What follows belongs to an exercise in optimizing a design on an open flow for small area; a production flow would make more cautious choices.
Where RTL was checked, it was by simulation tests only, not by an equivalence proof against the original.
No functional check of the RTL was part of run 1.
Power is estimated from default activity; no workload was simulated.

`flow/design.v`:
```
`timescale 1ns / 1ps
module Zmija(
input clk50, reset, up, down, left, right,
output [9:0] yCount,
output [9:0] xCount,
output VGA_hSync,
output VGA_vSync,
output VGA_R,
output VGA_G,
output VGA_B
 );
    reg        ph;           
    reg  [9:0] h, v;         
    reg  [6:0] lc;           
    reg  [1:0] tp;           
    reg        b;            
    reg  [5:0] x1;           
    reg  [4:0] y1;
    reg  [1:0] m1, m2, m3;   
    reg  [1:0] direction, controll;
    reg        game_over, e1, e2;
    reg        red_value, green_value;
    wire en   = ~ph;
    wire hend = h[9] & h[8] & (&h[4:0]);           
    wire vend = v[9] & v[3];                       
    wire hadv = ph & hend;                         
    wire lc77 = lc[6] & lc[3] & lc[2] & lc[0];      
    wire fire = lc77 & (&h[2:0]) & ~h[5] &
                (h[9] == tp[1]) & (h[4] == tp[1]) & (h[7] == ~tp[1]) &
                (h[8] == tp[0]) & (h[3] == tp[0]) & (h[6] == ~tp[0]);
    always @(posedge clk50) begin
        if (reset) begin
            ph <= 1'b0;
            h  <= 10'd0;
            v  <= 10'd0;
            lc <= 7'd0;
            tp <= 2'd0;
            b  <= 1'b0;
        end else begin
            ph <= ~ph;
            h  <= hadv ? 10'd0 : h + {9'd0, ph};
            v  <= (hadv & vend) ? 10'd0 : v + {9'd0, hadv};
            lc <= (ph & fire) ? 7'd0 : lc + {6'd0, hadv};
            tp <= tp + {1'b0, ph & fire};
            b  <= ph & fire;
        end
    end
    always @(posedge clk50) begin
        if (reset)
            controll <= 2'd0;
        else if (en) begin
            if (up) begin
                if (direction != 2'd1) controll <= 2'd3;
            end else if (left) begin
                if (direction != 2'd0) controll <= 2'd2;
            end else if (down) begin
                if (direction != 2'd3) controll <= 2'd1;
            end else if (right) begin
                if (direction != 2'd2) controll <= 2'd0;
            end
        end
    end
    wire [5:0] cs = h[9:4];        
    wire [4:0] cr = v[8:4];        
    wire       h0 = (h[3:0] == 4'd0);
    wire       hz = h0 & (h[9:4] == 6'd0);
    wire on_border = (x1 == 6'd0) | (x1 == 6'd37) | (y1 == 5'd0) | (y1 == 5'd29);
    wire active    = ~game_over & ~on_border;
    wire [5:0] dx = cs - x1;
    wire [4:0] dy = cr - y1;
    wire head  = (dx == 6'd0) & (dy == 5'd0);
    wire near = (dx[5:2] == {4{dx[2]}}) & (dy[4:2] == {3{dy[2]}});
    function [2:0] bx; input [1:0] d; bx = (d == 2'd0) ? 3'b111 : (d == 2'd2) ? 3'b001 : 3'b000; endfunction
    function [2:0] by; input [1:0] d; by = (d == 2'd1) ? 3'b111 : (d == 2'd3) ? 3'b001 : 3'b000; endfunction
    wire [2:0] ox2 = bx(m1),        oy2 = by(m1);
    wire [2:0] ox3 = ox2 + bx(m2),  oy3 = oy2 + by(m2);
    wire [2:0] ox4 = ox3 + bx(m3),  oy4 = oy3 + by(m3);
    wire seg2 = (dx[2:0] == ox2) & (dy[2:0] == oy2);
    wire seg3 = (dx[2:0] == ox3) & (dy[2:0] == oy3);
    wire seg4 = (dx[2:0] == ox4) & (dy[2:0] == oy4);
    wire snake = head | (near & (seg2 | seg3 | seg4));
    wire apple = ((cr == 5'd3)  & (cs == (e1 ? 6'd45 : 6'd32))) |
                 ((cr == 5'd25) & (cs == (e2 ? 6'd45 : 6'd5)));
    wire r2 = (cs < 6'd38) & (v[3:0] == 4'd0);
    wire rows = (cr < 5'd30);
    wire rowe = (cr == 5'd0) | (cr == 5'd29);
    wire bord  = (rows & ((cs == 6'd0) | (cs == 6'd37))) | ((cs < 6'd40) & rowe);
    wire bordl = (rows & ((cs == 6'd1) | (cs == 6'd38))) | ((cs < 6'd41) & rowe);
    wire paint = active & ~r2;
    wire green_n = ~h0 & paint & (snake | (apple & green_value));
    wire red_n   = h0 ? (hz ? ((lc == 7'd0) & ~b) : bordl)
                      : (bord | (paint & ~snake & apple));
    always @(posedge clk50) begin
        if (reset) begin
            x1 <= 6'd4;
            y1 <= 5'd1;
            m1 <= 2'd0;
            m2 <= 2'd0;
            m3 <= 2'd0;
            direction <= 2'd0;
            game_over <= 1'b0;
            e1 <= 1'b0;
            e2 <= 1'b0;
            red_value <= 1'b0;
            green_value <= 1'b0;
        end else begin
            if (en) begin
                red_value <= red_n;
                green_value <= green_n;
                if (on_border) game_over <= 1'b1;
                if (x1 == 6'd32 && y1 == 5'd3) e1 <= 1'b1;
                if (x1 == 6'd5 && y1 == 5'd25) e2 <= 1'b1;
                if (fire) direction <= controll;
            end
            if (b) begin
                case (direction)
                    2'd0: x1 <= x1 + 6'd1;
                    2'd1: y1 <= y1 + 5'd1;
                    2'd2: x1 <= x1 - 6'd1;
                    2'd3: y1 <= y1 - 5'd1;
                endcase
                m1 <= direction;
                m2 <= m1;
                m3 <= m2;
            end
        end
    end
    assign xCount = h;
    assign yCount = v;
    assign VGA_hSync = ~((h >= 10'd668) & (h <= 10'd763));
    assign VGA_vSync = ~(hz ? ((v == 10'd494) | (v == 10'd495)) : ((v == 10'd493) | (v == 10'd494)));
    assign VGA_R = red_value;
    assign VGA_G = green_value;
    assign VGA_B = 1'b0;
endmodule
```
`flow/run.sh`:
```
#!/bin/bash
# synth_recipe.tcl (not shown) runs the flow's synth.tcl, then flattens the netlist and writes it again
# the make line also repeats each setting of config.mk as NAME=value (left out here)
make -C /OpenROAD-flow-scripts/flow DESIGN_CONFIG=/design/flow/config.mk WORK_HOME=/design/flow/orfs CLKGATE_MAP_FILE= SYNTH_SCRIPT=/design/flow/synth_recipe.tcl finish
```
`flow/config.mk`:
```
export PLATFORM = sky130hd
export DESIGN_NAME = Zmija
export DESIGN_NICKNAME = Zmija
export VERILOG_FILES = /design/flow/design.v
export SDC_FILE = /design/flow/constraint.sdc
export NUM_CORES = 4
export LEC_CHECK = 0
export ABC_AREA = 1
export CAP_MARGIN = 20
export CORE_MARGIN = 2
export CORE_UTILIZATION = 60
export CTS_BUF_LIST = sky130_fd_sc_hd__clkbuf_4
export SLEW_MARGIN = 20
```
`flow/constraint.sdc`:
```
create_clock -name core_clock -period 20.0 [get_ports {clk50}]
set_input_delay 4.0000 -clock core_clock [delete_from_list [all_inputs] [get_ports {clk50}]]
set_output_delay 4.0000 -clock core_clock [all_outputs]
set_load 0.01 [all_outputs]
```
==> results.cfg, run 1 <==
[die]
core_um2 = 6420
boundaryPins = 31
fp-row-count = 29
initial_core_util_pct = 63.0
die_y_um = 86.1
die_area_um2 = 7410
die_w_um = 86.1

[routing]
via_count = 3923
via_per_inst = 5.61
drt_iter0_markers = 283
wl_per_cell_um = 14.0
firstDrtPassIters = 5
ant_nets = 0
route.detailed.drc = 0
routed_wl_um = 9800

[setup_path]
cp_data_required_time_ns = 16.00
worstSetupEndpoint = VGA_vSync
reg2regPathDepth = 20
start_kind = flop
cp-end-kind = output port
path_cells = nor4_1 -> a21oi_1 -> or2_2 -> nand3_1 -> clkdlybuf4s50_1
worstSetupStartpoint = h[3]$_SDFF_PP0_
slowest_stage = nor4_1
rr_startpoint = m1[0]$_SDFFE_PP0P_
critPathArrivalTime_ns = 2.55
reg2reg_slack_ns = 17.10
worstPathMaxFanout = 7
r2r_end = red_value$_SDFFE_PP0N_
criticalPathCategory = flop to output port
max_stage_delay_ns = 0.66

[clock_network]
post_cts_resized = 0
clock-root-buffer = clkbuf_4
cts_setup_buffers = 0
cts_buffer_depth = 2
path_clk_slew_ns = 0.10
htree_levels = 3
clock_sinks = 57
cts_tree = done
worstSkewPairLatency_ns = 0.41
ctsHoldBuffers = 0
cts_buffers = 9

[final_layout]
fin_area_um2 = 4520
register_area_um2 = 1140
fin_nets = 660
multi_input_area_um2 = 2490
syn_to_final_growth_pct = 11.7
num-fill-cells = 585
diodes = 0
layout-drive-gt1-share_pct = 4.82

[sta]
drv_slew = 0
slew_headroom_pct = 48.8
skew_ns = 0.0267
timing.fmax_mhz = 153
hold_viol = 0
rsz0062_at_grt = false
setup-tns-final_ns = 0
setup-violations-final = 0
finalCritPeriodShare_pct = 32.8
period_minus_slack_ns = 6.55
worstMarginPinSlew_ns = 0.761

[run]
maxCapViolCount = 0

[synth]
synth_edf_count = 0
yosysSeqAreaShare_pct = 28.2
netlist_area_um2 = 4050
ys.flop_type = dfxtp_1
syn_nets = 631
syn_inst = 588
syn_avg_cell_area_um2 = 6.88
synth.distinct_cells = 43
ys_ff_latch = 57
synth-async-reset-ratio_pct = 0
yosysWarnings = 1

[run_status]
outcome = no timing/DRC/antenna violations

[power]
p_leak_nw = 2.04
ir_drop_mv = 0.0386
power.density_nw_per_um2 = 46.3

[grt]
use_met2_pct = 46.2
grt_use_total_pct = 28.2
grt_pass1_vias = 3555
grt_max_degree = 20
antenna_found_initial = 0
met1_usage_pct = 37.4
grt_first_pass_wirelength_um = 16600
grt_overflow = 0
top_usage_layer = met2
use_met3_pct = 5.10

[place]
dpl-instance-area_um2 = 4380
dp_hpwl_um = 7570
port_buffers = 29
gp_congestion = 0.929

[hold_path]
hold_class = flop to flop
worst max-delay path, delay by kind of cell (launching register included):
family	cells	cell delay, ns
buf+inv	1	0.53
simple gates	3	1.03
compound gates	1	0.19
flops	1	0.39
metrics by stage:
| stage | utilization (%) | hold slack [ns] | power [mW] | std cells | worst slack, ns |
|---|---|---|---|---|---|
| 2_1_floorplan | - | 0.444 | 0.124 | 588 | 14.54 |
| 3_3_place_gp | 68.2 | 0.477 | 0.128 | 683 | 13.64 |
| 3_5_place_dp | 68.2 | 0.484 | 0.128 | 683 | 13.62 |
| 4_1_cts | 70.3 | 0.501 | 0.209 | 699 | 13.44 |
| 5_1_grt | 70.3 | 0.549 | 0.217 | 699 | 13.28 |
| 6_report | 70.3 | 0.494 | 0.209 | 699 | 13.45 |
sequential cells by signal (all words and copies together), names as in the netlist:
register,flops
b,1
controll,2
direction,2
e1,1
e2,1
game_over,1
green_value,1
h,10
lc,7
m1,2
m2,2
m3,2
ph,1
red_value,1
tp,2
v,10
x1,6
y1,5
area by class of cell:
type | instances | area share, %
Sequential cell | 57 | 25.3
Timing Repair Buffer | 29 | 6.43
Inverter | 97 | 8.06
Clock buffer | 10 | 1.66
Tap cell | 77 | 2.13
Multi-Input combinational cell | 423 | 55.2
Clock inverter | 6 | 1.30
routing by layer:
metal / part of all wire [%] / wire length, µm / vias up
li1: - / - / 1986
met1: 46 / 4540 / 1785
met2: 46 / 4490 / 131
met3: 5.5 / 542 / 21
met4: 2.3 / 229 / 0
met5: 0 / 0 / -
synthesized netlist by cell type, types with 2 or more instances:
cell,number,area [µm²]
nor3_1,16,80.1
fa_1,6,120
a21oi_2,2,17.5
nor2_1,77,289
nand4_1,7,43.8
a21oi_1,37,185
inv_2,5,18.8
xnor2_1,13,114
a21o_1,2,15.0
o22ai_1,2,12.5
dfxtp_1,57,1140
a31oi_1,4,25.0
ha_1,31,388
nor2_2,2,12.5
buf_2,3,15.0
inv_1,90,338
o21ai_1,3,15.0
a211oi_1,5,37.5
nand2_2,3,18.8
clkinv_1,2,7.51
o31ai_1,2,15.0
o211ai_1,4,30.0
o21ai_0,31,155
xor2_1,23,201
nand3_1,35,175
clkbuf_1,7,26.3
nand2_1,92,345
nor3b_1,4,30.0
nor4_1,9,56.3
where the power goes:
part / switching (mW) / total, mW / internal, mW
combinational: 0.00555 / 0.00940 / 0.00385
clock: 0.0450 / 0.0837 / 0.0387
sequential: 0.00128 / 0.116 / 0.115
total: 0.0518 / 0.209 / 0.157
cell families (layout without fill, tap and decap cells):
kind of cell               Yosys count  count (layout)  share of synthesized area [%]
xor gates and xnor gates            37              37                           8.20
and+or+nand+nor                    249             249                           26.8
AOI/OAI and AO/OA                   99              99                           14.0
adders and majority gates           37              37                           12.6
DFF                                 57              57                           28.2
other                                1               1                         0.0927
buffers and inverters              108             142                           10.2
cells in the final DEF, fill, tap and decap left out, types with 3 or more instances in the layout:
cell type	synthesis	routed
clkdlybuf4s50_1	0	29
clkinv_1	2	3
inv_2	5	5
nor2_1	77	77
ha_1	31	31
nor4_1	9	9
nand3_1	35	35
nand4_1	7	7
a31oi_1	4	4
fa_1	6	6
clkbuf_4	0	10
a211oi_1	5	5
nor3b_1	4	4
xor2_1	23	23
dfxtp_1	57	57
nor3_1	16	16
o211ai_1	4	4
o21ai_0	31	31
nand2_2	3	3
inv_1	90	90
nand2_1	92	92
xnor2_1	13	13
o21ai_1	3	3
a21oi_1	37	37
how the worst min path moves through the flow:
| stage | startpoint | cells past startpoint | end |
|---|---|---|---|
| 2_1_floorplan | game_over$_SDFFE_PP0P_ | 2 | game_over$_SDFFE_PP0P_ |
| 3_3_place_gp | game_over$_SDFFE_PP0P_ | 2 | game_over$_SDFFE_PP0P_ |
| 3_5_place_dp | game_over$_SDFFE_PP0P_ | 2 | game_over$_SDFFE_PP0P_ |
| 4_1_cts | green_value$_SDFFE_PP0N_ | 2 | green_value$_SDFFE_PP0N_ |
| 5_1_grt | game_over$_SDFFE_PP0P_ | 2 | game_over$_SDFFE_PP0P_ |
| 6_report | game_over$_SDFFE_PP0P_ | 2 | game_over$_SDFFE_PP0P_ |
==> inputs of run 2 (changes only) <==
--- a/flow/design.v
+++ b/flow/design.v
@@ -28,7 +28,7 @@
     wire fire = lc77 & (&h[2:0]) & ~h[5] &
                 (h[9] == tp[1]) & (h[4] == tp[1]) & (h[7] == ~tp[1]) &
                 (h[8] == tp[0]) & (h[3] == tp[0]) & (h[6] == ~tp[0]);
-    always @(posedge clk50) begin
+    always @(posedge clk50 or posedge reset) begin
         if (reset) begin
             ph <= 1'b0;
             h  <= 10'd0;
@@ -45,7 +45,7 @@
             b  <= ph & fire;
         end
     end
-    always @(posedge clk50) begin
+    always @(posedge clk50 or posedge reset) begin
         if (reset)
             controll <= 2'd0;
         else if (en) begin
@@ -90,7 +90,7 @@
     wire green_n = ~h0 & paint & (snake | (apple & green_value));
     wire red_n   = h0 ? (hz ? ((lc == 7'd0) & ~b) : bordl)
                       : (bord | (paint & ~snake & apple));
-    always @(posedge clk50) begin
+    always @(posedge clk50 or posedge reset) begin
         if (reset) begin
             x1 <= 6'd4;
             y1 <= 5'd1;
==> flow/config.mk (replaced) <==
export PLATFORM = sky130hd
export DESIGN_NAME = Zmija
export DESIGN_NICKNAME = Zmija
export VERILOG_FILES = /design/flow/design.v
export SDC_FILE = /design/flow/constraint.sdc
export NUM_CORES = 4
export LEC_CHECK = 0
export CAP_MARGIN = 20
export CORE_MARGIN = 2
export CORE_UTILIZATION = 40
export SLEW_MARGIN = 20
==> results.cfg, run 2 <==
[routing]
route.met3.wl_um = 205
ant_nets = 0
route.detailed.drc = 0
wl_met1_um = 4570
wl_per_cell_um = 14.9
dr_wl_met2_um = 4450
firstDrtPassIters = 4
drt_iter0_markers = 148
highest_layer = met4
via_count = 3334
routed_wl_um = 9390
via_per_inst = 5.30

[setup_path]
cp-end-kind = output port
path_cells = or4_1 -> o21ai_0 -> xnor2_1 -> nand3_1 -> clkdlybuf4s50_1
slowest_stage = or4_1
criticalPathCategory = flop to output port
reg2reg_slack_ns = 16.48
rr_startpoint = m1[0]$_DFFE_PP0P_
cp_data_required_time_ns = 16.00
reg2regPathDepth = 13
r2r_end = green_value$_DFFE_PP0N_
cp_top_family = simple AND/OR/NAND/NOR gates
start_kind = flop
critPathArrivalTime_ns = 2.35
worstPathMaxFanout = 8
max_stage_delay_ns = 0.61
critPathBufInv = 1

[die]
die_area_um2 = 11200
fp-row-count = 37
die_y_um = 106
boundaryPins = 31
die_w_um = 106
core_um2 = 10200
initial_core_util_pct = 40.8

[hold_path]
worstHoldStart = game_over$_DFFE_PP0P_
holdPathStages = 1
holdPathEnd = game_over$_DFFE_PP0P_
hold_class = flop to flop

[grt]
grt_pass1_vias = 3390
antenna_found_initial = 0
grt_max_degree = 58
grt_first_pass_wirelength_um = 16500
grt_use_total_pct = 18.3
grt_overflow = 0

[sta]
slew_headroom_pct = 37.5
worstMarginPinSlew_ns = 0.930
setup-tns-final_ns = 0
setup-violations-final = 0
skew_ns = 0.00948
hold_viol = 0
drv_slew = 0
finalCritPeriodShare_pct = 31.7
rsz0062_at_grt = false
period_minus_slack_ns = 6.35
timing.fmax_mhz = 157

[synth]
synth.distinct_cells = 64
syn_nets = 507
yosysTopAreaCell = dfrtp_1
synth_edf_count = 0
yosysSeqAreaShare_pct = 34.4
ys.flop_type = dfrtp_1
synthTopCellsByArea = dfrtp_1 (33%), ha_1 (9.3%), xor2_1 (5.7%), xnor2_1 (5.5%), nor2_1 (4.3%)
synth.top_cell.area_share_pct = 33.1
syn_avg_cell_area_um2 = 8.96
synthTopCellsByCount = dfrtp_1 (55), nor2_1 (48), nand2_1 (36)
synth-async-reset-ratio_pct = 100
syn_inst = 464
netlist_area_um2 = 4160
ys_ff_latch = 57
yosysMostFrequentCell = dfrtp_1
yosysWarnings = 1

[clock_network]
worstSkewPairLatency_ns = 0.33
cts_setup_buffers = 0
cts_buffer_depth = 2
htree_levels = 3
path_clk_slew_ns = 0.07
clock_sinks = 57
post_cts_resized = 0
ctsHoldBuffers = 0
clock-root-buffer = clkbuf_8
cts_buffers = 9
cts_tree = done

[final_layout]
layout-drive-gt1-share_pct = 7.71
mostFrequentLayoutCells = dfrtp_1 (55), nor2_1 (48), nand2_1 (36)
fin_nets = 531
reg_top3 = h (10), v (10), lc (7)
diodes = 0
syn_to_final_growth_pct = 15.1
fin_area_um2 = 4780
num-fill-cells = 1018
final_common_cell = dfrtp_1

[run_status]
outcome = no timing/DRC/antenna violations

[power]
power.density_nw_per_um2 = 51.3
ir_drop_mv = 0.0378
p_leak_nw = 2.18

[place]
dp_hpwl_um = 7030
dpl-instance-area_um2 = 4550
gp_congestion = 0.840
port_buffers = 29

[run]
maxCapViolCount = 0
run 2: power by group:
part           switching [mW]  leakage (nW)  internal [mW]
logic                 0.00301          1.30        0.00146
clock network          0.0484         0.115         0.0765
registers            0.000209         0.757          0.116
run 2: cells by family after synthesis:
group                    Yosys count  synth area share, %
AND/OR/NAND/NOR                  184                 22.8
AO/OA/AOI/OAI                     74                 11.8
flip-flops                        57                 34.4
XOR/XNOR                          56                 12.3
buffers and inverters             50                 4.91
adder cells (fa/ha/maj)           37                 12.2
multiplexers                       5                 1.44
other                              1               0.0902
run 2: how the worst max path moves through the flow:
| stage | from | endpoint | depth (start not counted) |
|---|---|---|---|
| after floorplan | h[1]$_DFF_PP0_ | VGA_vSync | 4 |
| after global placement | h[1]$_DFF_PP0_ | VGA_vSync | 5 |
| after detailed placement | h[1]$_DFF_PP0_ | VGA_vSync | 5 |
| after CTS | h[1]$_DFF_PP0_ | VGA_vSync | 5 |
| after global routing | h[1]$_DFF_PP0_ | VGA_vSync | 5 |
| final | h[1]$_DFF_PP0_ | VGA_vSync | 5 |
run 2: cell type report:
class | instances | area (µm²) | area share (%)
clock inverters | 5 | 77.6 | 1.62
clock buffers | 11 | 151 | 3.17
well taps | 136 | 170 | 3.56
repair buffers | 31 | 305 | 6.38
inverters | 32 | 120 | 2.51
multi-input cells | 357 | 2530 | 52.9
flip-flops and latches | 57 | 1430 | 29.9
run 2: routing by layer:
layer / track usage (%) / up-vias
met5: 0 / -
met2: 29.6 / 44
met1: 25.2 / 1608
met3: 2.58 / 14
li1: - / 1668
met4: 6.11 / 0
run 2: worst reg2reg max path: stages (launching register included):
cell       delay, ns
dfrtp_1         0.52
nor2b_4         0.28
xnor2_2         0.11
ha_1            0.33
inv_1           0.07
fa_1            0.50
xnor2_1         0.14
nor4_1          0.33
nor2b_1         0.24
nand2_1         0.07
nor2_1          0.19
a211oi_4        0.08
o41ai_2         0.38
a2bb2oi_1       0.21
run 2: metrics by stage:
step                      setup slack [ns]  total power, mW  utilization, %  cells  hold slack (ns)
final                                13.65            0.245            47.0    629            0.489
after global routing                 13.52            0.255            47.0    629            0.515
after CTS                            13.63            0.248            47.0    629            0.489
after detailed placement             14.00            0.123            44.7    613            0.474
after global placement               14.01            0.123            44.7    613            0.477
after floorplan                      14.50            0.121               -    464            0.429
==> inputs of run 3 (changes only) <==
--- a/flow/design.v
+++ b/flow/design.v
@@ -28,7 +28,7 @@
     wire fire = lc77 & (&h[2:0]) & ~h[5] &
                 (h[9] == tp[1]) & (h[4] == tp[1]) & (h[7] == ~tp[1]) &
                 (h[8] == tp[0]) & (h[3] == tp[0]) & (h[6] == ~tp[0]);
-    always @(posedge clk50 or posedge reset) begin
+    always @(posedge clk50) begin
         if (reset) begin
             ph <= 1'b0;
             h  <= 10'd0;
@@ -45,7 +45,7 @@
             b  <= ph & fire;
         end
     end
-    always @(posedge clk50 or posedge reset) begin
+    always @(posedge clk50) begin
         if (reset)
             controll <= 2'd0;
         else if (en) begin
@@ -70,15 +70,18 @@
     wire [4:0] dy = cr - y1;
     wire head  = (dx == 6'd0) & (dy == 5'd0);
     wire near = (dx[5:2] == {4{dx[2]}}) & (dy[4:2] == {3{dy[2]}});
-    function [2:0] bx; input [1:0] d; bx = (d == 2'd0) ? 3'b111 : (d == 2'd2) ? 3'b001 : 3'b000; endfunction
-    function [2:0] by; input [1:0] d; by = (d == 2'd1) ? 3'b111 : (d == 2'd3) ? 3'b001 : 3'b000; endfunction
-    wire [2:0] ox2 = bx(m1),        oy2 = by(m1);
-    wire [2:0] ox3 = ox2 + bx(m2),  oy3 = oy2 + by(m2);
-    wire [2:0] ox4 = ox3 + bx(m3),  oy4 = oy3 + by(m3);
-    wire seg2 = (dx[2:0] == ox2) & (dy[2:0] == oy2);
-    wire seg3 = (dx[2:0] == ox3) & (dy[2:0] == oy3);
-    wire seg4 = (dx[2:0] == ox4) & (dy[2:0] == oy4);
-    wire snake = head | (near & (seg2 | seg3 | seg4));
+    wire [6:0] X1, Y1;
+    genvar i;
+    generate for (i = 0; i < 7; i = i + 1) begin : dec
+        assign X1[i] = (dx[2:0] == ((i + 5) % 8));
+        assign Y1[i] = (dy[2:0] == ((i + 5) % 8));
+    end endgenerate
+    function [6:0] shx; input [6:0] X; input [1:0] d; shx = (d == 2'd0) ? {X[5:0],1'b0} : (d == 2'd2) ? {1'b0,X[6:1]} : X; endfunction
+    function [6:0] shy; input [6:0] X; input [1:0] d; shy = (d == 2'd1) ? {X[5:0],1'b0} : (d == 2'd3) ? {1'b0,X[6:1]} : X; endfunction
+    wire [6:0] X2 = shx(X1, m1), Y2 = shy(Y1, m1);
+    wire [6:0] X3 = shx(X2, m2), Y3 = shy(Y2, m2);
+    wire [6:0] X4 = shx(X3, m3), Y4 = shy(Y3, m3);
+    wire snake = head | (near & ((X2[3]&Y2[3]) | (X3[3]&Y3[3]) | (X4[3]&Y4[3])));
     wire apple = ((cr == 5'd3)  & (cs == (e1 ? 6'd45 : 6'd32))) |
                  ((cr == 5'd25) & (cs == (e2 ? 6'd45 : 6'd5)));
     wire r2 = (cs < 6'd38) & (v[3:0] == 4'd0);
@@ -90,7 +93,7 @@
     wire green_n = ~h0 & paint & (snake | (apple & green_value));
     wire red_n   = h0 ? (hz ? ((lc == 7'd0) & ~b) : bordl)
                       : (bord | (paint & ~snake & apple));
-    always @(posedge clk50 or posedge reset) begin
+    always @(posedge clk50) begin
         if (reset) begin
             x1 <= 6'd4;
             y1 <= 5'd1;
==> flow/flow/run.sh (new file) <==
#!/bin/bash
# Standard ORFS layout, with the port buffers made from the smallest buffer cell.
set -euo pipefail
bash standard.sh synth > synth.log 2>&1
bash standard.sh BUFFER_PORTS_ARGS="-buffer_cell sky130_fd_sc_hd__buf_1" finish > layout.log 2>&1
==> flow/standard.sh (new file) <==
#!/bin/bash
# synth_recipe.tcl (not shown) runs the flow's synth.tcl, then flattens the netlist and writes it again
# the make line also repeats each setting of config.mk as NAME=value (left out here)
make -C /OpenROAD-flow-scripts/flow DESIGN_CONFIG=/design/flow/config.mk WORK_HOME=/design/flow/orfs CLKGATE_MAP_FILE= SYNTH_SCRIPT=/design/flow/synth_recipe.tcl "${@:-finish}"
--- a/flow/config.mk
+++ b/flow/config.mk
@@ -5,7 +5,9 @@
 export SDC_FILE = /design/flow/constraint.sdc
 export NUM_CORES = 4
 export LEC_CHECK = 0
+export ABC_AREA = 1
 export CAP_MARGIN = 20
 export CORE_MARGIN = 2
-export CORE_UTILIZATION = 40
+export CORE_UTILIZATION = 60
+export CTS_BUF_LIST = sky130_fd_sc_hd__clkbuf_4
 export SLEW_MARGIN = 20
removed: flow/run.sh
==> results.cfg, run 3 <==
[run_status]
outcome = no timing/DRC/antenna violations

[synth]
yosysMostFrequentCell = nand2_1
syn_nets = 632
yosysSeqAreaShare_pct = 29.1
synthTopCellsByArea = dfxtp_1 (29%), nand2_1 (12%), inv_1 (8.5%), ha_1 (8.0%), nor2_1 (7.8%)
ys.flop_type = dfxtp_1
yosysTopAreaCell = dfxtp_1
synth-async-reset-ratio_pct = 0
ys_ff_latch = 57
yosysWarnings = 1
synth.top_cell.area_share_pct = 29.1
synth_edf_count = 0
syn_avg_cell_area_um2 = 6.57
syn_inst = 597
netlist_area_um2 = 3930
synthTopCellsByCount = nand2_1 (128), inv_1 (89), nor2_1 (82)
synth.distinct_cells = 45

[setup_path]
max_stage_delay_ns = 0.54
worstPathMaxFanout = 5
cp-end-kind = output port
critPathBufInv = 3
critPathArrivalTime_ns = 2.08
cp_top_family = simple AND/OR/NAND/NOR gates
path_cells = nor4_1 -> inv_1 -> nor2_1 -> inv_1 -> nand3_1 -> nand4_1 -> buf_1
slowest_stage = nor4_1
start_kind = flop
cp_data_required_time_ns = 16.00
crit_top_cell = inv_1
criticalPathCategory = flop to output port

[power]
power.density_nw_per_um2 = 47.9
p_clk_share_pct = 36.1
switching_share_pct = 28.0
power.switching_mw = 0.0562
p_leak_nw = 1.91
ir_drop_mv = 0.0383
total_power_mw = 0.201
p_comb_share_pct = 6.0
p_int_mw = 0.145
pwr-share-seq_pct = 57.9

[sta]
finalCritPeriodShare_pct = 30.4
timing.fmax_mhz = 164
rsz0062_at_grt = false
skew_ns = 0.0166
worstMarginPinSlew_ns = 0.971
period_minus_slack_ns = 6.08
setup-violations-final = 0
drv_slew = 0
slew_headroom_pct = 34.6
fin_ws_ns = 13.92
setup-tns-final_ns = 0
hold_viol = 0
holdWs_ns = 0.483

[clock_network]
post_cts_resized = 0
path_clk_slew_ns = 0.10
clock-root-buffer = clkbuf_4
ctsHoldBuffers = 0
worstSkewPairLatency_ns = 0.43
htree_levels = 3
cts_tree = done
cts_buffer_depth = 2
cts_buffers = 9
cts_setup_buffers = 0
clock_sinks = 57

[routing]
route.detailed.drc = 0
via_count = 4010
ant_nets = 0
wl_per_cell_um = 14.0
routed_wl_um = 9970
drt_iter0_markers = 364
firstDrtPassIters = 5
via_per_inst = 5.64

[final_layout]
syn_to_final_growth_pct = 6.82
mostFrequentLayoutCells = nand2_1 (128), inv_1 (89), nor2_1 (82)
num-fill-cells = 630
fin_nets = 664
layout-drive-gt1-share_pct = 3.94
reg_top3 = h (10), v (10), lc (7)
diodes = 0
final_common_cell = nand2_1

[grt]
grt_use_total_pct = 28.7
antenna_found_initial = 0
grt_overflow = 0
grt_pass1_vias = 3588
grt_max_degree = 18
grt_first_pass_wirelength_um = 16600

[die]
die_w_um = 84.9
boundaryPins = 31
initial_core_util_pct = 61.8
fp-row-count = 29
die_area_um2 = 7200
core_um2 = 6350
die_y_um = 84.9

[place]
port_buffers = 29
gp_congestion = 0.888
dp_slack_ns = 14.45
dp_hpwl_um = 7660

[hold_path]
hold_class = flop to flop

[run]
maxCapViolCount = 0
## run 3: cell count changes in the layout (fill, tap and decap cells not counted), moves of 34 or more
cell	previous run	this run
dfxtp_1	0	57
nand2_1	36	128
dfrtp_1	55	0
inv_1	30	89
nor2_1	48	82
## run 3: cell type report
cell class | count | area (µm²) | share of cell area, %
Clock buffer | 10 | 75.1 | 1.79
Clock inverter | 6 | 35.0 | 0.836
Inverter | 91 | 342 | 8.15
Multi-Input combinational cell | 440 | 2390 | 56.9
Sequential cell | 57 | 1140 | 27.2
Tap cell | 77 | 96.3 | 2.30
Timing Repair Buffer | 30 | 116 | 2.78
## run 3: worst min-delay path, delay by kind of cell (launching register included)
kind	cells	cell delay (ns)
AOI/OAI and AO/OA	1	0.05
DFF	1	0.33
and+or+nand+nor	1	0.05
## run 3: metal layers
layer | vias to the layer above | global-route usage (%) | part of all wire (%)
met3 | 22 | 5.35 | 6.7
met1 | 1804 | 40.4 | 47
met5 | - | 0 | 0
li1 | 2033 | - | -
met2 | 151 | 44.2 | 44
met4 | 0 | 9.96 | 2.1
## run 3: power groups by stage
stage	Combinational [mW]	Clock, mW	Sequential, mW
2_1_floorplan	0.00893	0	0.119
3_3_place_gp	0.0117	0	0.119
3_5_place_dp	0.0118	0	0.119
4_1_cts	0.0119	0.0737	0.116
5_1_grt	0.0134	0.0785	0.117
6_report	0.0120	0.0726	0.116
## run 3: worst paths after layout
| path | from | to | slack, ns | cells after the start |
|---|---|---|---|---|
| worst max-delay path | h[1]$_SDFF_PP0_ | VGA_vSync | 13.92 | 7 |
| worst min-delay path | green_value$_SDFFE_PP0N_ | green_value$_SDFFE_PP0N_ | 0.48 | 2 |
| worst max register to register | ph$_SDFF_PP0_ | v[8]$_SDFF_PP0_ | 17.03 | 10 |
| worst min register to register | green_value$_SDFFE_PP0N_ | green_value$_SDFFE_PP0N_ | 0.48 | 2 |
## run 3: kinds of logic after synthesis
logic type | synth area share (%)
and+or+nand+nor | 31.8
buffers and inverters | 10.1
DFF | 29.1
xor gates and xnor gates | 4.43
adders and majority gates | 10.0
other | 0.0955
AOI/OAI and AO/OA | 14.2
muxes | 0.255
## run 3: through the flow
step / cells / instance area [µm²] / utilization [%]
5_1_grt: 711 / 4190 / 66.0
6_report: 711 / 4190 / 66.0
4_1_cts: 711 / 4190 / 66.0
3_3_place_gp: 695 / 4080 / 64.3
2_1_floorplan: 597 / 3930 / -
3_5_place_dp: 695 / 4080 / 64.3
==> inputs of run 4 (changes only) <==
==> flow/run.sh (new file) <==
#!/bin/bash
# synth_recipe.tcl (not shown) runs the flow's synth.tcl, then flattens the netlist and writes it again
# the make line also repeats each setting of config.mk as NAME=value (left out here)
make -C /OpenROAD-flow-scripts/flow DESIGN_CONFIG=/design/flow/config.mk WORK_HOME=/design/flow/orfs CLKGATE_MAP_FILE= SYNTH_SCRIPT=/design/flow/synth_recipe.tcl finish
removed: flow/flow/run.sh
removed: flow/standard.sh
==> results.cfg, run 4 <==
[synth]
syn_nets = 632
syn_inst = 597
synth-async-reset-ratio_pct = 0
synth.distinct_cells = 45
yosysWarnings = 1
synth.top_cell.area_share_pct = 29.1
syn_avg_cell_area_um2 = 6.57
yosysMostFrequentCell = nand2_1
yosysTopAreaCell = dfxtp_1
ys.flop_type = dfxtp_1
netlist_area_um2 = 3930
synthTopCellsByArea = dfxtp_1 (29%), nand2_1 (12%), inv_1 (8.5%), ha_1 (8.0%), nor2_1 (7.8%)
synthTopCellsByCount = nand2_1 (128), inv_1 (89), nor2_1 (82)
synth_edf_count = 0
ys_ff_latch = 57
yosysSeqAreaShare_pct = 29.1

[power]
ir_drop_mv = 0.0359
p_leak_nw = 2.01
power.density_nw_per_um2 = 51.2

[grt]
grt_max_degree = 18
grt_overflow = 0
antenna_found_initial = 0
grt_first_pass_wirelength_um = 17100
grt_use_total_pct = 29.0
grt_pass1_vias = 3782

[die]
die_w_um = 84.9
fp-row-count = 29
boundaryPins = 31
core_um2 = 6350
die_y_um = 84.9
initial_core_util_pct = 61.8
die_area_um2 = 7200

[place]
port_buffers = 29
dp_hpwl_um = 7590
gp_congestion = 0.908

[sta]
slew_headroom_pct = 41.1
drv_slew = 0
holdWs_ns = 0.486
setup-tns-final_ns = 0
worstMarginPinSlew_ns = 0.876
hold_viol = 0
period_minus_slack_ns = 6.44
finalCritPeriodShare_pct = 32.2
setup-violations-final = 0
rsz0062_at_grt = false
skew_ns = 0.0232
timing.fmax_mhz = 155

[setup_path]
worstPathMaxFanout = 5
criticalPathCategory = flop to output port
cp_data_required_time_ns = 16.00
r2r_end = green_value$_SDFFE_PP0N_
reg2regPathDepth = 17
reg2reg_slack_ns = 16.98
cp-end-kind = output port
rr_startpoint = h[4]$_SDFF_PP0_
critPathArrivalTime_ns = 2.44
start_kind = flop

[routing]
wl_met1_um = 4540
wl_per_cell_um = 13.6
ant_nets = 0
drt_iter0_markers = 220
firstDrtPassIters = 4
via_per_inst = 5.58
routed_wl_um = 9630
dr_wl_met2_um = 4350
route.met3.wl_um = 603
highest_layer = met4
via_count = 3963
route.detailed.drc = 0

[final_layout]
mostFrequentLayoutCells = nand2_1 (128), inv_1 (89), nor2_1 (82)
diodes = 0
layout-drive-gt1-share_pct = 4.27
syn_to_final_growth_pct = 12.5
fin_nets = 663
final_common_cell = nand2_1
reg_top3 = h (10), v (10), lc (7)

[clock_network]
path_clk_slew_ns = 0.10
clock_sinks = 57
cts_setup_buffers = 0
post_cts_resized = 0
clock-root-buffer = clkbuf_4
htree_levels = 3
cts_tree = done
worstSkewPairLatency_ns = 0.42
cts_buffers = 9
cts_buffer_depth = 2
ctsHoldBuffers = 0

[hold_path]
hold_class = flop to flop
holdPathEnd = e1$_SDFFE_PP0P_
holdPathStages = 2
worstHoldStart = e1$_SDFFE_PP0P_

[run]
maxCapViolCount = 0

[run_status]
outcome = no timing/DRC/antenna violations
## run 4: power breakdown
group | leakage [nW] | internal, mW | switching (mW) | total [mW]
sequential | 0.461 | 0.115 | 0.00159 | 0.116
clock | 0.0862 | 0.0515 | 0.0450 | 0.0965
combinational | 1.46 | 0.00542 | 0.00780 | 0.0132
## run 4: routing by layer
| metal | vias to the layer above | global-route usage, % |
|---|---|---|
| met5 | - | 0 |
| met4 | 0 | 8.51 |
| met3 | 15 | 5.06 |
| met2 | 137 | 47.6 |
| met1 | 1790 | 39.3 |
| li1 | 2021 | - |
## run 4: layout make-up
type	count	area, µm²
multi-input combinational	440	2390
fill	600	1940
sequential	57	1140
inverter	91	342
timing repair buffer	29	290
tap	77	96.3
clock inverter	6	82.6
clock buffer	10	75.1
## run 4: how the worst max path moves through the flow
stage                     from              end  slack, ns  cells past startpoint
3_3_place_gp             reset  v[8]$_SDFF_PP0_      14.08                      4
6_report       h[1]$_SDFF_PP0_        VGA_vSync      13.56                      7
4_1_cts        h[1]$_SDFF_PP0_        VGA_vSync      13.57                      7
5_1_grt        h[1]$_SDFF_PP0_        VGA_vSync      13.43                      7
3_5_place_dp   h[1]$_SDFF_PP0_        VGA_vSync      14.05                      7
2_1_floorplan  h[3]$_SDFF_PP0_        VGA_vSync      14.72                      7
## run 4: critical path, cell delays in order, from the launching register on
cell	delay [ns]
dfxtp_1	0.37
nor4_1	0.57
inv_1	0.12
nor2_1	0.20
inv_1	0.08
nand3_1	0.07
nand4_1	0.11
clkdlybuf4s50_1	0.52
## run 4: logic make-up (layout without fill, tap and decap cells)
group                      count (synthesis)  count (layout)  share of synthesized area, %
xor gates and xnor gates                  19              19                          4.43
AOI/OAI and AO/OA                         98              98                          14.2
buffers and inverters                    100             136                          10.1
adders and majority gates                 29              29                          10.0
and+or+nand+nor                          292             292                          31.8
other                                      1               1                        0.0955
DFF                                       57              57                          29.1
muxes                                      1               1                         0.255
## run 4: through the flow
stage          utilization (%)  area (µm²)  cells  setup WS (ns)  power, mW
2_1_floorplan                -        3930    597          14.72      0.128
3_3_place_gp              67.0        4260    694          14.08      0.132
3_5_place_dp              67.0        4260    694          14.05      0.132
4_1_cts                   69.5        4410    710          13.57      0.227
5_1_grt                   69.5        4410    710          13.43      0.234
6_report                  69.5        4410    710          13.56      0.226
==> inputs of run 5 (changes only) <==
==> flow/flow/run.sh (new file) <==
#!/bin/bash
# Layout flow: the standard synthesis, then a stronger area re-optimisation of the
# combinational logic only (every flip-flop instance is kept as it is, with its name and
# cell type), then the standard ORFS layout with the port buffers made from buf_1.
set -euo pipefail
HERE=$(pwd)
F=$HERE/flow
R=$HERE/orfs/results/$FLOW_PLATFORM/Zmija/base
LIB=$FLOW_HOME/platforms/$FLOW_PLATFORM/lib/sky130_fd_sc_hd__tt_025C_1v80.lib
YOSYS=$FLOW_HOME/../tools/install/yosys/bin/yosys
[[ -x $YOSYS ]] || YOSYS=$(command -v yosys)

bash standard.sh synth > synth.log 2>&1

cp $R/1_2_yosys.v std_synth.v
DU=""
for c in $(cat $F/dont_use.txt); do DU="$DU -dont_use $c"; done
printf 'set_driving_cell sky130_fd_sc_hd__buf_1\nset_load 5\n' > abc.constr
cat > resyn.ys <<EOS
read_liberty -ignore_miss_func $LIB
read_verilog std_synth.v
hierarchy -top $FLOW_TOP
blackbox sky130_fd_sc_hd__dfxtp_1 sky130_fd_sc_hd__dfrtp_1 sky130_fd_sc_hd__dfstp_2 sky130_fd_sc_hd__conb_1
flatten
rename -hide w:*.*
opt -purge
abc -script $F/resyn.abc -liberty $LIB $DU -constr abc.constr -D 20000
opt_clean -purge
hilomap -singleton -hicell sky130_fd_sc_hd__conb_1 HI -locell sky130_fd_sc_hd__conb_1 LO
splitnets
opt_clean -purge
tee -o resyn_stat.txt stat -liberty $LIB
write_verilog -noattr -nohex -nodec resyn_raw.v
EOS
$YOSYS -l resyn.log -s resyn.ys > /dev/null 2>&1
python3 $F/fixassign.py resyn_raw.v resyn.v > fixassign.log 2>&1

# equivalence of the re-optimised netlist with the standard one (same registers)
cat > equiv.ys <<EOS
read_liberty -ignore_miss_func $LIB
read_verilog std_synth.v
rename $FLOW_TOP gold
read_verilog resyn.v
rename $FLOW_TOP gate
flatten gold gate
opt_clean
equiv_make gold gate equiv
hierarchy -top equiv
equiv_simple -seq 2
equiv_induct
equiv_status -assert
EOS
if $YOSYS -l equiv.log -s equiv.ys > /dev/null 2>&1; then
  cp resyn.v $R/1_2_yosys.v
  touch $R/1_2_yosys.v
  echo "resynthesis used" > resyn_result.txt
else
  echo "resynthesis not proven equivalent; standard netlist kept" > resyn_result.txt
fi
rm -f $R/1_synth.odb $R/1_synth.sdc

bash standard.sh BUFFER_PORTS_ARGS="-buffer_cell sky130_fd_sc_hd__buf_1" finish > layout.log 2>&1
==> flow/flow/dont_use.txt (new file) <==
sky130_fd_sc_hd__probe_p_8 sky130_fd_sc_hd__probec_p_8 sky130_fd_sc_hd__lpflow_bleeder_1 sky130_fd_sc_hd__lpflow_clkbufkapwr_1 sky130_fd_sc_hd__lpflow_clkbufkapwr_16 sky130_fd_sc_hd__lpflow_clkbufkapwr_2 sky130_fd_sc_hd__lpflow_clkbufkapwr_4 sky130_fd_sc_hd__lpflow_clkbufkapwr_8 sky130_fd_sc_hd__lpflow_clkinvkapwr_1 sky130_fd_sc_hd__lpflow_clkinvkapwr_16 sky130_fd_sc_hd__lpflow_clkinvkapwr_2 sky130_fd_sc_hd__lpflow_clkinvkapwr_4 sky130_fd_sc_hd__lpflow_clkinvkapwr_8 sky130_fd_sc_hd__lpflow_decapkapwr_12 sky130_fd_sc_hd__lpflow_decapkapwr_3 sky130_fd_sc_hd__lpflow_decapkapwr_4 sky130_fd_sc_hd__lpflow_decapkapwr_6 sky130_fd_sc_hd__lpflow_decapkapwr_8 sky130_fd_sc_hd__lpflow_inputiso0n_1 sky130_fd_sc_hd__lpflow_inputiso0p_1 sky130_fd_sc_hd__lpflow_inputiso1n_1 sky130_fd_sc_hd__lpflow_inputiso1p_1 sky130_fd_sc_hd__lpflow_inputisolatch_1 sky130_fd_sc_hd__lpflow_isobufsrc_1 sky130_fd_sc_hd__lpflow_isobufsrc_16 sky130_fd_sc_hd__lpflow_isobufsrc_2 sky130_fd_sc_hd__lpflow_isobufsrc_4 sky130_fd_sc_hd__lpflow_isobufsrc_8 sky130_fd_sc_hd__lpflow_isobufsrckapwr_16 sky130_fd_sc_hd__lpflow_lsbuf_lh_hl_isowell_tap_1 sky130_fd_sc_hd__lpflow_lsbuf_lh_hl_isowell_tap_2 sky130_fd_sc_hd__lpflow_lsbuf_lh_hl_isowell_tap_4 sky130_fd_sc_hd__lpflow_lsbuf_lh_isowell_4 sky130_fd_sc_hd__lpflow_lsbuf_lh_isowell_tap_1 sky130_fd_sc_hd__lpflow_lsbuf_lh_isowell_tap_2 sky130_fd_sc_hd__lpflow_lsbuf_lh_isowell_tap_4
==> flow/flow/fixassign.py (new file) <==
import re, sys
# Replace "assign {p1, p2} = {n1, n2};" aliases by renaming the internal nets to the port bits.
src = open(sys.argv[1]).read()
pairs = []
def take(m):
    lhs = [x.strip() for x in m.group(1).strip('{} ').split(',')]
    rhs = [x.strip() for x in m.group(2).strip('{} ').split(',')]
    assert len(lhs) == len(rhs), m.group(0)
    pairs.extend(zip(lhs, rhs))
    return ''
src = re.sub(r'^\s*assign\s+(.+?)\s*=\s*(.+?);\s*$\n', take, src, flags=re.M)
for port, net in pairs:
    assert re.fullmatch(r'_\d+_', net), (port, net)
    src = re.sub(r'^\s*wire\s+%s;\s*\n' % re.escape(net), '', src, flags=re.M)
    src = re.sub(r'(?<![\w\\$])%s(?![\w$])' % re.escape(net), port, src)
open(sys.argv[2], 'w').write(src)
print('aliases replaced:', len(pairs))
==> flow/flow/resyn.abc (new file) <==
strash
&get -n
&deepsyn -I 1 -J 100
&put
dch -f
amap
topo
==> flow/standard.sh (new file) <==
#!/bin/bash
# synth_recipe.tcl (not shown) runs the flow's synth.tcl, then flattens the netlist and writes it again
# the make line also repeats each setting of config.mk as NAME=value (left out here)
make -C /OpenROAD-flow-scripts/flow DESIGN_CONFIG=/design/flow/config.mk WORK_HOME=/design/flow/orfs CLKGATE_MAP_FILE= SYNTH_SCRIPT=/design/flow/synth_recipe.tcl "${@:-finish}"
--- a/flow/config.mk
+++ b/flow/config.mk
@@ -9,5 +9,7 @@
 export CAP_MARGIN = 20
 export CORE_MARGIN = 2
 export CORE_UTILIZATION = 60
-export CTS_BUF_LIST = sky130_fd_sc_hd__clkbuf_4
+export CTS_BUF_LIST = sky130_fd_sc_hd__clkbuf_8
+export CTS_CLUSTER_DIAMETER = 300
+export CTS_CLUSTER_SIZE = 64
 export SLEW_MARGIN = 20
removed: flow/run.sh
==> results.cfg, run 5 <==
[setup_path]
r2r_end = red_value$_SDFFE_PP0N_
start_kind = flop
reg2reg_slack_ns = 16.61
criticalPathCategory = flop to output port
critPathArrivalTime_ns = 2.14
path_depth = 7
cp_top_family = simple AND/OR/NAND/NOR gates
max_stage_delay_ns = 0.70
critPathBufInv = 2
rr_startpoint = x1[0]$_SDFFE_PP0P_
reg2regPathDepth = 13
path_cells = nor4_1 -> clkinv_1 -> nor2_1 -> nor2_1 -> a21oi_1 -> o21ai_0 -> buf_1
slowest_stage = nor4_1
cp_data_required_time_ns = 16.00
crit_top_cell = nor2_1
cp-end-kind = output port
worstPathMaxFanout = 4

[place]
dp_slack_ns = 14.22
dp_hpwl_um = 6370
dp_cells = 546
dpl-instance-area_um2 = 3300
gp_congestion = 0.974
port_buffers = 29

[clock_network]
worstSkewPairLatency_ns = 0.34
clock_sinks = 57
clock-root-buffer = clkbuf_8
cts_buffer_depth = 2
path_clk_slew_ns = 0.07
cts_buffers = 9
ctsHoldBuffers = 0
htree_levels = 3
cts_setup_buffers = 0
cts_tree = done
post_cts_resized = 0

[die]
fp-row-count = 26
boundaryPins = 31
core_um2 = 5040
die_area_um2 = 5750
die_y_um = 75.8
initial_core_util_pct = 61.4
die_w_um = 75.8

[power]
ir_drop_mv = 0.0600
power.density_nw_per_um2 = 62.0
p_leak_nw = 1.16
total_power_mw = 0.215

[sta]
slew_headroom_pct = 47.8
setup-violations-final = 0
finalCritPeriodShare_pct = 30.7
hold_viol = 0
timing.fmax_mhz = 163
skew_ns = 0.00858
setup-tns-final_ns = 0
period_minus_slack_ns = 6.14
worstMarginPinSlew_ns = 0.775
drv_slew = 0
fin_ws_ns = 13.86
rsz0062_at_grt = false

[final_layout]
register_area_um2 = 1140
multi_input_area_um2 = 1700
final_cells = 562
syn_to_final_growth_pct = 11.9
num-fill-cells = 473
diodes = 0
mostFrequentLayoutCells = nor2_1 (94), clkinv_1 (67), dfxtp_1 (57)
fin_nets = 493
layout-drive-gt1-share_pct = 3.05
fin_area_um2 = 3460
final_common_cell = nor2_1
reg_top3 = h (10), v (10), lc (7)

[routing]
ant_nets = 0
drt_iter0_markers = 308
routed_wl_um = 8460
via_count = 3353
route.detailed.drc = 0
via_per_inst = 5.97
wl_per_cell_um = 15.1
firstDrtPassIters = 5

[hold_path]
holdPathEnd = game_over$_SDFFE_PP0P_
hold_class = flop to flop
worstHoldStart = game_over$_SDFFE_PP0P_
holdPathStages = 2

[synth]
syn_inst = 446
yosysWarnings = 1
syn_avg_cell_area_um2 = 6.94
syn_nets = 452
netlist_area_um2 = 3100

[grt]
grt_use_total_pct = 30.8
grt_max_degree = 22
grt_pass1_vias = 2909
grt_first_pass_wirelength_um = 13400
grt_overflow = 0
antenna_found_initial = 0

[run]
maxCapViolCount = 0

[run_status]
outcome = no timing/DRC/antenna violations
run 5: worst max-delay path by stage:
| stage | startpoint | to | slack (ns) |
|---|---|---|---|
| after floorplan | h[6]$_SDFF_PP0_ | VGA_vSync | 14.52 |
| after global placement | h[0]$_SDFF_PP0_ | VGA_vSync | 14.26 |
| after detailed placement | reset | green_value$_SDFFE_PP0N_ | 14.22 |
| after CTS | h[0]$_SDFF_PP0_ | VGA_vSync | 13.91 |
| after global routing | h[0]$_SDFF_PP0_ | VGA_vSync | 13.63 |
| final | h[0]$_SDFF_PP0_ | VGA_vSync | 13.86 |
run 5: metrics by stage:
stage                     hold slack (ns)  utilization (%)
after CTS                           0.468             68.7
after global routing                0.502             68.7
final                               0.482             68.7
after floorplan                     0.429                -
after detailed placement            0.452             65.4
after global placement              0.446             65.4
run 5: power breakdown:
part | leakage (nW) | switching [mW] | internal, mW
clock network | 0.0836 | 0.0483 | 0.0435
logic | 0.612 | 0.00530 | 0.00216
registers | 0.461 | 0.00106 | 0.114
run 5: worst reg2reg max path: cells and delay by family, from the launching register on:
kind | cells | cell delay (ns)
AO/OA/AOI/OAI | 7 | 1.56
flip-flops | 1 | 0.44
AND/OR/NAND/NOR | 3 | 0.70
buffers and inverters | 3 | 0.63
run 5: cell type report:
class / instances / area share (%)
Clock buffer: 9 / 3.58
Clock inverter: 7 / 1.16
Inverter: 67 / 7.26
Multi-Input combinational cell: 322 / 49.2
Sequential cell: 57 / 32.9
Tap cell: 70 / 2.53
Timing Repair Buffer: 30 / 3.36
run 5: per-layer routing:
| metal | vias up | wire length (µm) | GRT usage, % |
|---|---|---|---|
| met4 | 0 | 93 | 9.75 |
| li1 | 1696 | - | - |
| met2 | 123 | 3700 | 44.9 |
| met3 | 10 | 527 | 8.20 |
| met5 | - | 0 | 0 |
| met1 | 1524 | 4140 | 44.2 |
==> inputs of run 6 (changes only) <==
--- a/flow/config.mk
+++ b/flow/config.mk
@@ -9,7 +9,5 @@
 export CAP_MARGIN = 20
 export CORE_MARGIN = 2
 export CORE_UTILIZATION = 60
-export CTS_BUF_LIST = sky130_fd_sc_hd__clkbuf_8
-export CTS_CLUSTER_DIAMETER = 300
-export CTS_CLUSTER_SIZE = 64
+export CTS_BUF_LIST = sky130_fd_sc_hd__clkbuf_4
 export SLEW_MARGIN = 20
==> results.cfg, run 6 <==
[run_status]
outcome = no timing/DRC/antenna violations

[place]
dp_slack_ns = 14.22
dp_cells = 546
port_buffers = 29
dp_hpwl_um = 6370
gp_congestion = 0.974

[setup_path]
cp-end-kind = output port
cp_data_required_time_ns = 16.00
reg2regPathDepth = 13
worstPathMaxFanout = 4
worstSetupStartpoint = h[0]$_SDFF_PP0_
criticalPathCategory = flop to output port
r2r_end = red_value$_SDFFE_PP0N_
cp_top_family = simple AND/OR/NAND/NOR gates
path_depth = 7
worstSetupEndpoint = VGA_vSync
crit_top_cell = nor2_1
critPathBufInv = 2
path_cells = nor4_1 -> clkinv_1 -> nor2_1 -> nor2_1 -> a21oi_1 -> o21ai_0 -> buf_1
reg2reg_slack_ns = 16.63
rr_startpoint = x1[0]$_SDFFE_PP0P_
slowest_stage = nor4_1
max_stage_delay_ns = 0.66
critPathArrivalTime_ns = 2.19
start_kind = flop

[die]
fp-row-count = 26
initial_core_util_pct = 61.4
die_y_um = 75.8
die_area_um2 = 5750
die_w_um = 75.8
boundaryPins = 31
core_um2 = 5040

[run]
maxCapViolCount = 0

[grt]
antenna_found_initial = 0
grt_overflow = 0
grt_first_pass_wirelength_um = 13400
grt_max_degree = 22
grt_pass1_vias = 2893
grt_use_total_pct = 31.0

[final_layout]
diodes = 0
syn_to_final_growth_pct = 10.3
final_util_pct = 67.7
reg_top3 = h (10), v (10), lc (7)
final_cells = 562
fin_nets = 493
mostFrequentLayoutCells = nor2_1 (94), clkinv_1 (67), dfxtp_1 (57)
multi_input_area_um2 = 1700
layout-drive-gt1-share_pct = 3.46
register_area_um2 = 1140
final_common_cell = nor2_1
num-fill-cells = 482

[clock_network]
ctsHoldBuffers = 0
cts_tree = done
clock_sinks = 57
path_clk_slew_ns = 0.10
clock-root-buffer = clkbuf_4
cts_buffers = 9
worstSkewPairLatency_ns = 0.42
post_cts_resized = 0
cts_buffer_depth = 2
htree_levels = 3
cts_setup_buffers = 0

[synth]
syn_avg_cell_area_um2 = 6.94
syn_nets = 452
yosysWarnings = 1
syn_inst = 446
netlist_area_um2 = 3100

[power]
power.density_nw_per_um2 = 57.6
p_leak_nw = 1.13
ir_drop_mv = 0.0424
total_power_mw = 0.197

[routing]
drt_iter0_markers = 302
via_count = 3364
highest_layer = met4
via_per_inst = 5.99
route.detailed.drc = 0
dr_wl_met2_um = 3600
route.met3.wl_um = 550
routed_wl_um = 8360
firstDrtPassIters = 5
ant_nets = 0
wl_met1_um = 4060
wl_per_cell_um = 14.9

[sta]
hold_viol = 0
setup-tns-final_ns = 0
worstMarginPinSlew_ns = 0.722
timing.fmax_mhz = 162
slew_headroom_pct = 51.4
rsz0062_at_grt = false
fin_ws_ns = 13.81
setup-violations-final = 0
skew_ns = 0.0119
period_minus_slack_ns = 6.19
drv_slew = 0
finalCritPeriodShare_pct = 30.9

[hold_path]
hold_class = flop to flop
run 6: metrics by stage:
step                area (µm²)  hold WS, ns
floorplan                 3100        0.429
global placement          3300        0.446
detailed placement        3300        0.452
CTS                       3410        0.477
global route              3410        0.508
finish                    3410        0.475
run 6: worst register-to-register path, cell delays in order (launching register included):
cell,delay [ns]
dfxtp_1,0.46
clkinv_1,0.17
nor2_1,0.29
o22ai_1,0.17
o21ai_0,0.55
clkinv_1,0.36
nand3_1,0.20
o22ai_1,0.11
o221a_1,0.23
a22oi_1,0.18
o311ai_0,0.20
nand4b_1,0.20
clkinv_1,0.08
o21ai_0,0.13
run 6: worst min-delay path by stage:
stage / start / endpoint / cells after the start
after floorplan: e1$_SDFFE_PP0P_ / e1$_SDFFE_PP0P_ / 2
after global placement: game_over$_SDFFE_PP0P_ / game_over$_SDFFE_PP0P_ / 2
after detailed placement: game_over$_SDFFE_PP0P_ / game_over$_SDFFE_PP0P_ / 2
after CTS: game_over$_SDFFE_PP0P_ / game_over$_SDFFE_PP0P_ / 2
after global routing: e1$_SDFFE_PP0P_ / e1$_SDFFE_PP0P_ / 2
final: game_over$_SDFFE_PP0P_ / game_over$_SDFFE_PP0P_ / 2
run 6: metal layers:
layer / vias up / global-route usage [%]
met2: 129 / 45.2
met4: 0 / 12.1
met1: 1516 / 44.6
met5: - / 0
met3: 17 / 6.48
li1: 1702 / -
run 6: layout make-up:
| cell class | instances | area share [%] |
|---|---|---|
| Multi-Input combinational cell | 322 | 49.9 |
| Tap cell | 70 | 2.57 |
| Clock buffer | 11 | 2.42 |
| Inverter | 67 | 7.37 |
| Timing Repair Buffer | 30 | 3.41 |
| Sequential cell | 57 | 33.4 |
| Clock inverter | 5 | 0.953 |
run 6: where the power goes:
group | internal, mW | switching (mW) | total [mW]
combinational | 0.00217 | 0.00522 | 0.00739
clock | 0.0278 | 0.0461 | 0.0739
sequential | 0.114 | 0.00103 | 0.115
total | 0.144 | 0.0524 | 0.197
==> inputs of run 7 (changes only) <==
--- a/flow/design.v
+++ b/flow/design.v
@@ -70,18 +70,12 @@
     wire [4:0] dy = cr - y1;
     wire head  = (dx == 6'd0) & (dy == 5'd0);
     wire near = (dx[5:2] == {4{dx[2]}}) & (dy[4:2] == {3{dy[2]}});
-    wire [6:0] X1, Y1;
-    genvar i;
-    generate for (i = 0; i < 7; i = i + 1) begin : dec
-        assign X1[i] = (dx[2:0] == ((i + 5) % 8));
-        assign Y1[i] = (dy[2:0] == ((i + 5) % 8));
-    end endgenerate
-    function [6:0] shx; input [6:0] X; input [1:0] d; shx = (d == 2'd0) ? {X[5:0],1'b0} : (d == 2'd2) ? {1'b0,X[6:1]} : X; endfunction
-    function [6:0] shy; input [6:0] X; input [1:0] d; shy = (d == 2'd1) ? {X[5:0],1'b0} : (d == 2'd3) ? {1'b0,X[6:1]} : X; endfunction
-    wire [6:0] X2 = shx(X1, m1), Y2 = shy(Y1, m1);
-    wire [6:0] X3 = shx(X2, m2), Y3 = shy(Y2, m2);
-    wire [6:0] X4 = shx(X3, m3), Y4 = shy(Y3, m3);
-    wire snake = head | (near & ((X2[3]&Y2[3]) | (X3[3]&Y3[3]) | (X4[3]&Y4[3])));
+    function [2:0] sx; input [2:0] x; input [1:0] d; sx = (d == 2'd0) ? x + 3'd1 : (d == 2'd2) ? x - 3'd1 : x; endfunction
+    function [2:0] sy; input [2:0] y; input [1:0] d; sy = (d == 2'd1) ? y + 3'd1 : (d == 2'd3) ? y - 3'd1 : y; endfunction
+    wire [2:0] qx2 = sx(dx[2:0], m1), qy2 = sy(dy[2:0], m1);
+    wire [2:0] qx3 = sx(qx2, m2),     qy3 = sy(qy2, m2);
+    wire [2:0] qx4 = sx(qx3, m3),     qy4 = sy(qy3, m3);
+    wire snake = head | (near & (~|{qx2, qy2} | ~|{qx3, qy3} | ~|{qx4, qy4}));
     wire apple = ((cr == 5'd3)  & (cs == (e1 ? 6'd45 : 6'd32))) |
                  ((cr == 5'd25) & (cs == (e2 ? 6'd45 : 6'd5)));
     wire r2 = (cs < 6'd38) & (v[3:0] == 4'd0);
@@ -131,7 +125,7 @@
     assign xCount = h;
     assign yCount = v;
     assign VGA_hSync = ~((h >= 10'd668) & (h <= 10'd763));
-    assign VGA_vSync = ~(hz ? ((v == 10'd494) | (v == 10'd495)) : ((v == 10'd493) | (v == 10'd494)));
+    assign VGA_vSync = ~(hz ? ((v[8:0] == 9'd494) | (v[8:0] == 9'd495)) : ((v[8:0] == 9'd493) | (v[8:0] == 9'd494)));
     assign VGA_R = red_value;
     assign VGA_G = green_value;
     assign VGA_B = 1'b0;
--- a/flow/flow/run.sh
+++ b/flow/flow/run.sh
@@ -1,7 +1,8 @@
 #!/bin/bash
 # Layout flow: the standard synthesis, then a stronger area re-optimisation of the
 # combinational logic only (every flip-flop instance is kept as it is, with its name and
-# cell type), then the standard ORFS layout with the port buffers made from buf_1.
+# cell type), then the standard ORFS layout with the port buffers made from buf_1 and a
+# four-buffer clock distribution (flow/pre_cts.tcl).
 set -euo pipefail
 HERE=$(pwd)
 F=$HERE/flow
@@ -32,8 +33,9 @@
 tee -o resyn_stat.txt stat -liberty $LIB
 write_verilog -noattr -nohex -nodec resyn_raw.v
 EOS
-$YOSYS -l resyn.log -s resyn.ys > /dev/null 2>&1
-python3 $F/fixassign.py resyn_raw.v resyn.v > fixassign.log 2>&1
+resyn_ok=1
+$YOSYS -l resyn.log -s resyn.ys > /dev/null 2>&1 || resyn_ok=0
+if [[ $resyn_ok == 1 ]]; then python3 $F/fixassign.py resyn_raw.v resyn.v > fixassign.log 2>&1 || resyn_ok=0; fi
 
 # equivalence of the re-optimised netlist with the standard one (same registers)
 cat > equiv.ys <<EOS
@@ -50,7 +52,7 @@
 equiv_induct
 equiv_status -assert
 EOS
-if $YOSYS -l equiv.log -s equiv.ys > /dev/null 2>&1; then
+if [[ $resyn_ok == 1 ]] && $YOSYS -l equiv.log -s equiv.ys > /dev/null 2>&1; then
   cp resyn.v $R/1_2_yosys.v
   touch $R/1_2_yosys.v
   echo "resynthesis used" > resyn_result.txt
==> flow/flow/fixassign.py (replaced) <==
import re, sys
# yosys may leave "assign {port bits} = {internal nets};" aliases for output ports driven
# straight by flip-flops. Rename each internal net to its port bit and drop the assign.
src = open(sys.argv[1]).read()

def bits(expr):
    out = []
    for x in expr.strip().strip('{}').split(','):
        x = x.strip()
        m = re.fullmatch(r'(\S+)\[(\d+):(\d+)\]', x)
        if m:
            a, b = int(m.group(2)), int(m.group(3))
            step = -1 if a >= b else 1
            out += ['%s[%d]' % (m.group(1), i) for i in range(a, b + step, step)]
        else:
            out.append(x)
    return out

pairs = []
def take(m):
    lhs, rhs = bits(m.group(1)), bits(m.group(2))
    assert len(lhs) == len(rhs), m.group(0)
    pairs.extend(zip(lhs, rhs))
    return ''
src = re.sub(r'^\s*assign\s+(.+?)\s*=\s*(.+?);\s*$\n', take, src, flags=re.M)
for port, net in pairs:
    assert re.fullmatch(r'_\d+_', net), (port, net)
    src = re.sub(r'^\s*wire\s+%s;\s*\n' % re.escape(net), '', src, flags=re.M)
    src = re.sub(r'(?<![\w\\$])%s(?![\w$])' % re.escape(net), lambda _: port, src)
assert 'assign' not in src
open(sys.argv[2], 'w').write(src)
print('aliases replaced:', len(pairs))
==> flow/flow/resyn.abc (replaced) <==
strash
&get -n
&deepsyn -I 1 -J 300
&put
dch -f
amap
topo
==> results.cfg, run 7 <==
[run]
maxCapViolCount = 0

[clock_network]
cts_buffer_depth = 2
htree_levels = 3
path_clk_slew_ns = 0.10
cts_tree = done
cts_setup_buffers = 0
clock_sinks = 57
cts_buffers = 9
worstSkewPairLatency_ns = 0.40
clock-root-buffer = clkbuf_4
post_cts_resized = 0
ctsHoldBuffers = 0

[sta]
timing.fmax_mhz = 153
rsz0062_at_grt = false
finalCritPeriodShare_pct = 32.7
setup-violations-final = 0
period_minus_slack_ns = 6.54
worstMarginPinSlew_ns = 0.676
slew_headroom_pct = 54.5
setup-tns-final_ns = 0
hold_viol = 0
drv_slew = 0
fin_ws_ns = 13.46
skew_ns = 0.0116

[place]
dp_slack_ns = 13.95
port_buffers = 29
dp_hpwl_um = 6100
dp_cells = 525
gp_congestion = 0.936

[final_layout]
mostFrequentLayoutCells = nor2_1 (95), clkinv_1 (65), dfxtp_1 (57)
syn_to_final_growth_pct = 10.1
diodes = 0
final_util_pct = 69.3
final_cells = 541
layout-drive-gt1-share_pct = 3.16
final_common_cell = nor2_1
fin_nets = 475
reg_top3 = h (10), v (10), lc (7)

[power]
power.density_nw_per_um2 = 57.4
switching_share_pct = 24.8
pwr-share-seq_pct = 60.6
ir_drop_mv = 0.0409
p_int_mw = 0.143
p_clk_share_pct = 35.9
p_comb_share_pct = 3.6
power.switching_mw = 0.0472
p_leak_nw = 1.06

[grt]
grt_first_pass_wirelength_um = 13000
grt_use_total_pct = 30.2
grt_overflow = 0
antenna_found_initial = 0
grt_max_degree = 23
grt_pass1_vias = 2856

[die]
die_area_um2 = 5600
die_y_um = 74.9
initial_core_util_pct = 63.0
die_w_um = 74.9
core_um2 = 4790
fp-row-count = 25
boundaryPins = 31

[synth]
yosysWarnings = 1
syn_nets = 434
netlist_area_um2 = 3010
syn_avg_cell_area_um2 = 7.04
syn_inst = 428

[hold_path]
hold_class = flop to flop

[setup_path]
crit_top_cell = nor2_1
worstSetupStartpoint = h[3]$_SDFF_PP0_
criticalPathCategory = flop to output port
slowest_stage = nor4_1
reg2reg_slack_ns = 16.77
path_cells = nor4_1 -> nand2_1 -> nor2_1 -> nor2_1 -> a2111oi_0 -> o21ai_0 -> buf_1
reg2regPathDepth = 18
start_kind = flop
max_stage_delay_ns = 0.62
r2r_end = v[8]$_SDFF_PP0_
worstSetupEndpoint = VGA_vSync
worstPathMaxFanout = 6
critPathArrivalTime_ns = 2.54
cp_data_required_time_ns = 16.00
rr_startpoint = ph$_SDFF_PP0_
cp-end-kind = output port

[routing]
drt_iter0_markers = 265
firstDrtPassIters = 8
via_per_inst = 6.05
ant_nets = 0
route.detailed.drc = 0
routed_wl_um = 7990
via_count = 3271
wl_per_cell_um = 14.8

[run_status]
outcome = no timing/DRC/antenna violations
-- run 7: how the worst min path moves through the flow --
stage | depth (start not counted) | slack [ns] | endpoint | from
global route | 2 | 0.49 | game_over$_SDFFE_PP0P_ | game_over$_SDFFE_PP0P_
CTS | 2 | 0.47 | direction[1]$_SDFFE_PP0P_ | controll[1]$_SDFFE_PP0P_
global placement | 2 | 0.46 | direction[1]$_SDFFE_PP0P_ | controll[1]$_SDFFE_PP0P_
detailed placement | 2 | 0.46 | direction[1]$_SDFFE_PP0P_ | controll[1]$_SDFFE_PP0P_
floorplan | 2 | 0.43 | game_over$_SDFFE_PP0P_ | game_over$_SDFFE_PP0P_
finish | 2 | 0.47 | direction[1]$_SDFFE_PP0P_ | controll[1]$_SDFFE_PP0P_
-- run 7: final cells by class --
| type | count | area (µm²) |
|---|---|---|
| multi-input combinational | 308 | 1640 |
| fill | 429 | 1470 |
| sequential | 57 | 1140 |
| inverter | 63 | 236 |
| timing repair buffer | 30 | 116 |
| tap | 67 | 83.8 |
| clock buffer | 11 | 82.6 |
| clock inverter | 5 | 22.5 |
-- run 7: per-stage QoR --
stage          instance area [µm²]  hold slack [ns]  total power [mW]
3_5_place_dp                  3210            0.458             0.125
3_3_place_gp                  3210            0.455             0.124
4_1_cts                       3320            0.471             0.192
6_report                      3320            0.469             0.190
2_1_floorplan                 3010            0.430             0.122
5_1_grt                       3320            0.489             0.197
-- run 7: power by group through the flow --
| stage | combinational [mW] | sequential [mW] | clock [mW] |
|---|---|---|---|
| detailed placement | 0.00668 | 0.118 | 0 |
| global placement | 0.00653 | 0.118 | 0 |
| global route | 0.00757 | 0.115 | 0.0739 |
| finish | 0.00682 | 0.115 | 0.0683 |
| floorplan | 0.00365 | 0.118 | 0 |
| CTS | 0.00669 | 0.115 | 0.0696 |
-- run 7: layer usage --
| layer | global-route usage, % | up-vias | wire length (µm) |
|---|---|---|---|
| li1 | - | 1638 | - |
| met1 | 41.6 | 1476 | 3730 |
| met2 | 46.2 | 137 | 3500 |
| met3 | 5.49 | 20 | 571 |
| met4 | 13.1 | 0 | 188 |
| met5 | 0 | - | 0 |
-- run 7: critical path: cells and delay by family (launching register included) --
kind	cells	cell delay, ns
flops	1	0.38
buf+inv	1	0.16
compound gates	2	0.53
simple gates	4	1.07

static timing again, ports no longer ideal:
How much do the figures lean on ideal ports? The routed layouts below were timed once more, with nothing changed but the port constraints.
Step 1, drivers: a clkbuf_16 drives clk50 and a buf_2 each remaining input, both assumed.
Step 2 times the ports against the registers' clock, not the clock port: input delays grow and output delays shrink by t, the midpoint of the rising clock arrivals with the driver on.
Slacks: ideal / step 1 / step 2; pairs: ideal / step 1.
| run | t, ns | slack for setup (ns) |
|---|---|---|
| run 1 | 0.429 | 13.450 / 13.420 / 13.596 |
| run 2 | 0.360 | 13.651 / 13.618 / 13.978 |
| run 3 | 0.454 | 13.917 / 13.886 / 14.340 |
| run 4 | 0.435 | 13.560 / 13.532 / 13.967 |
| run 5 | 0.363 | 13.858 / 13.828 / 14.191 |
| run 6 | 0.445 | 13.814 / 13.786 / 14.218 |
| run 7 | 0.421 | 13.457 / 13.430 / 13.851 |
After both steps setup and hold are still met in every run listed.
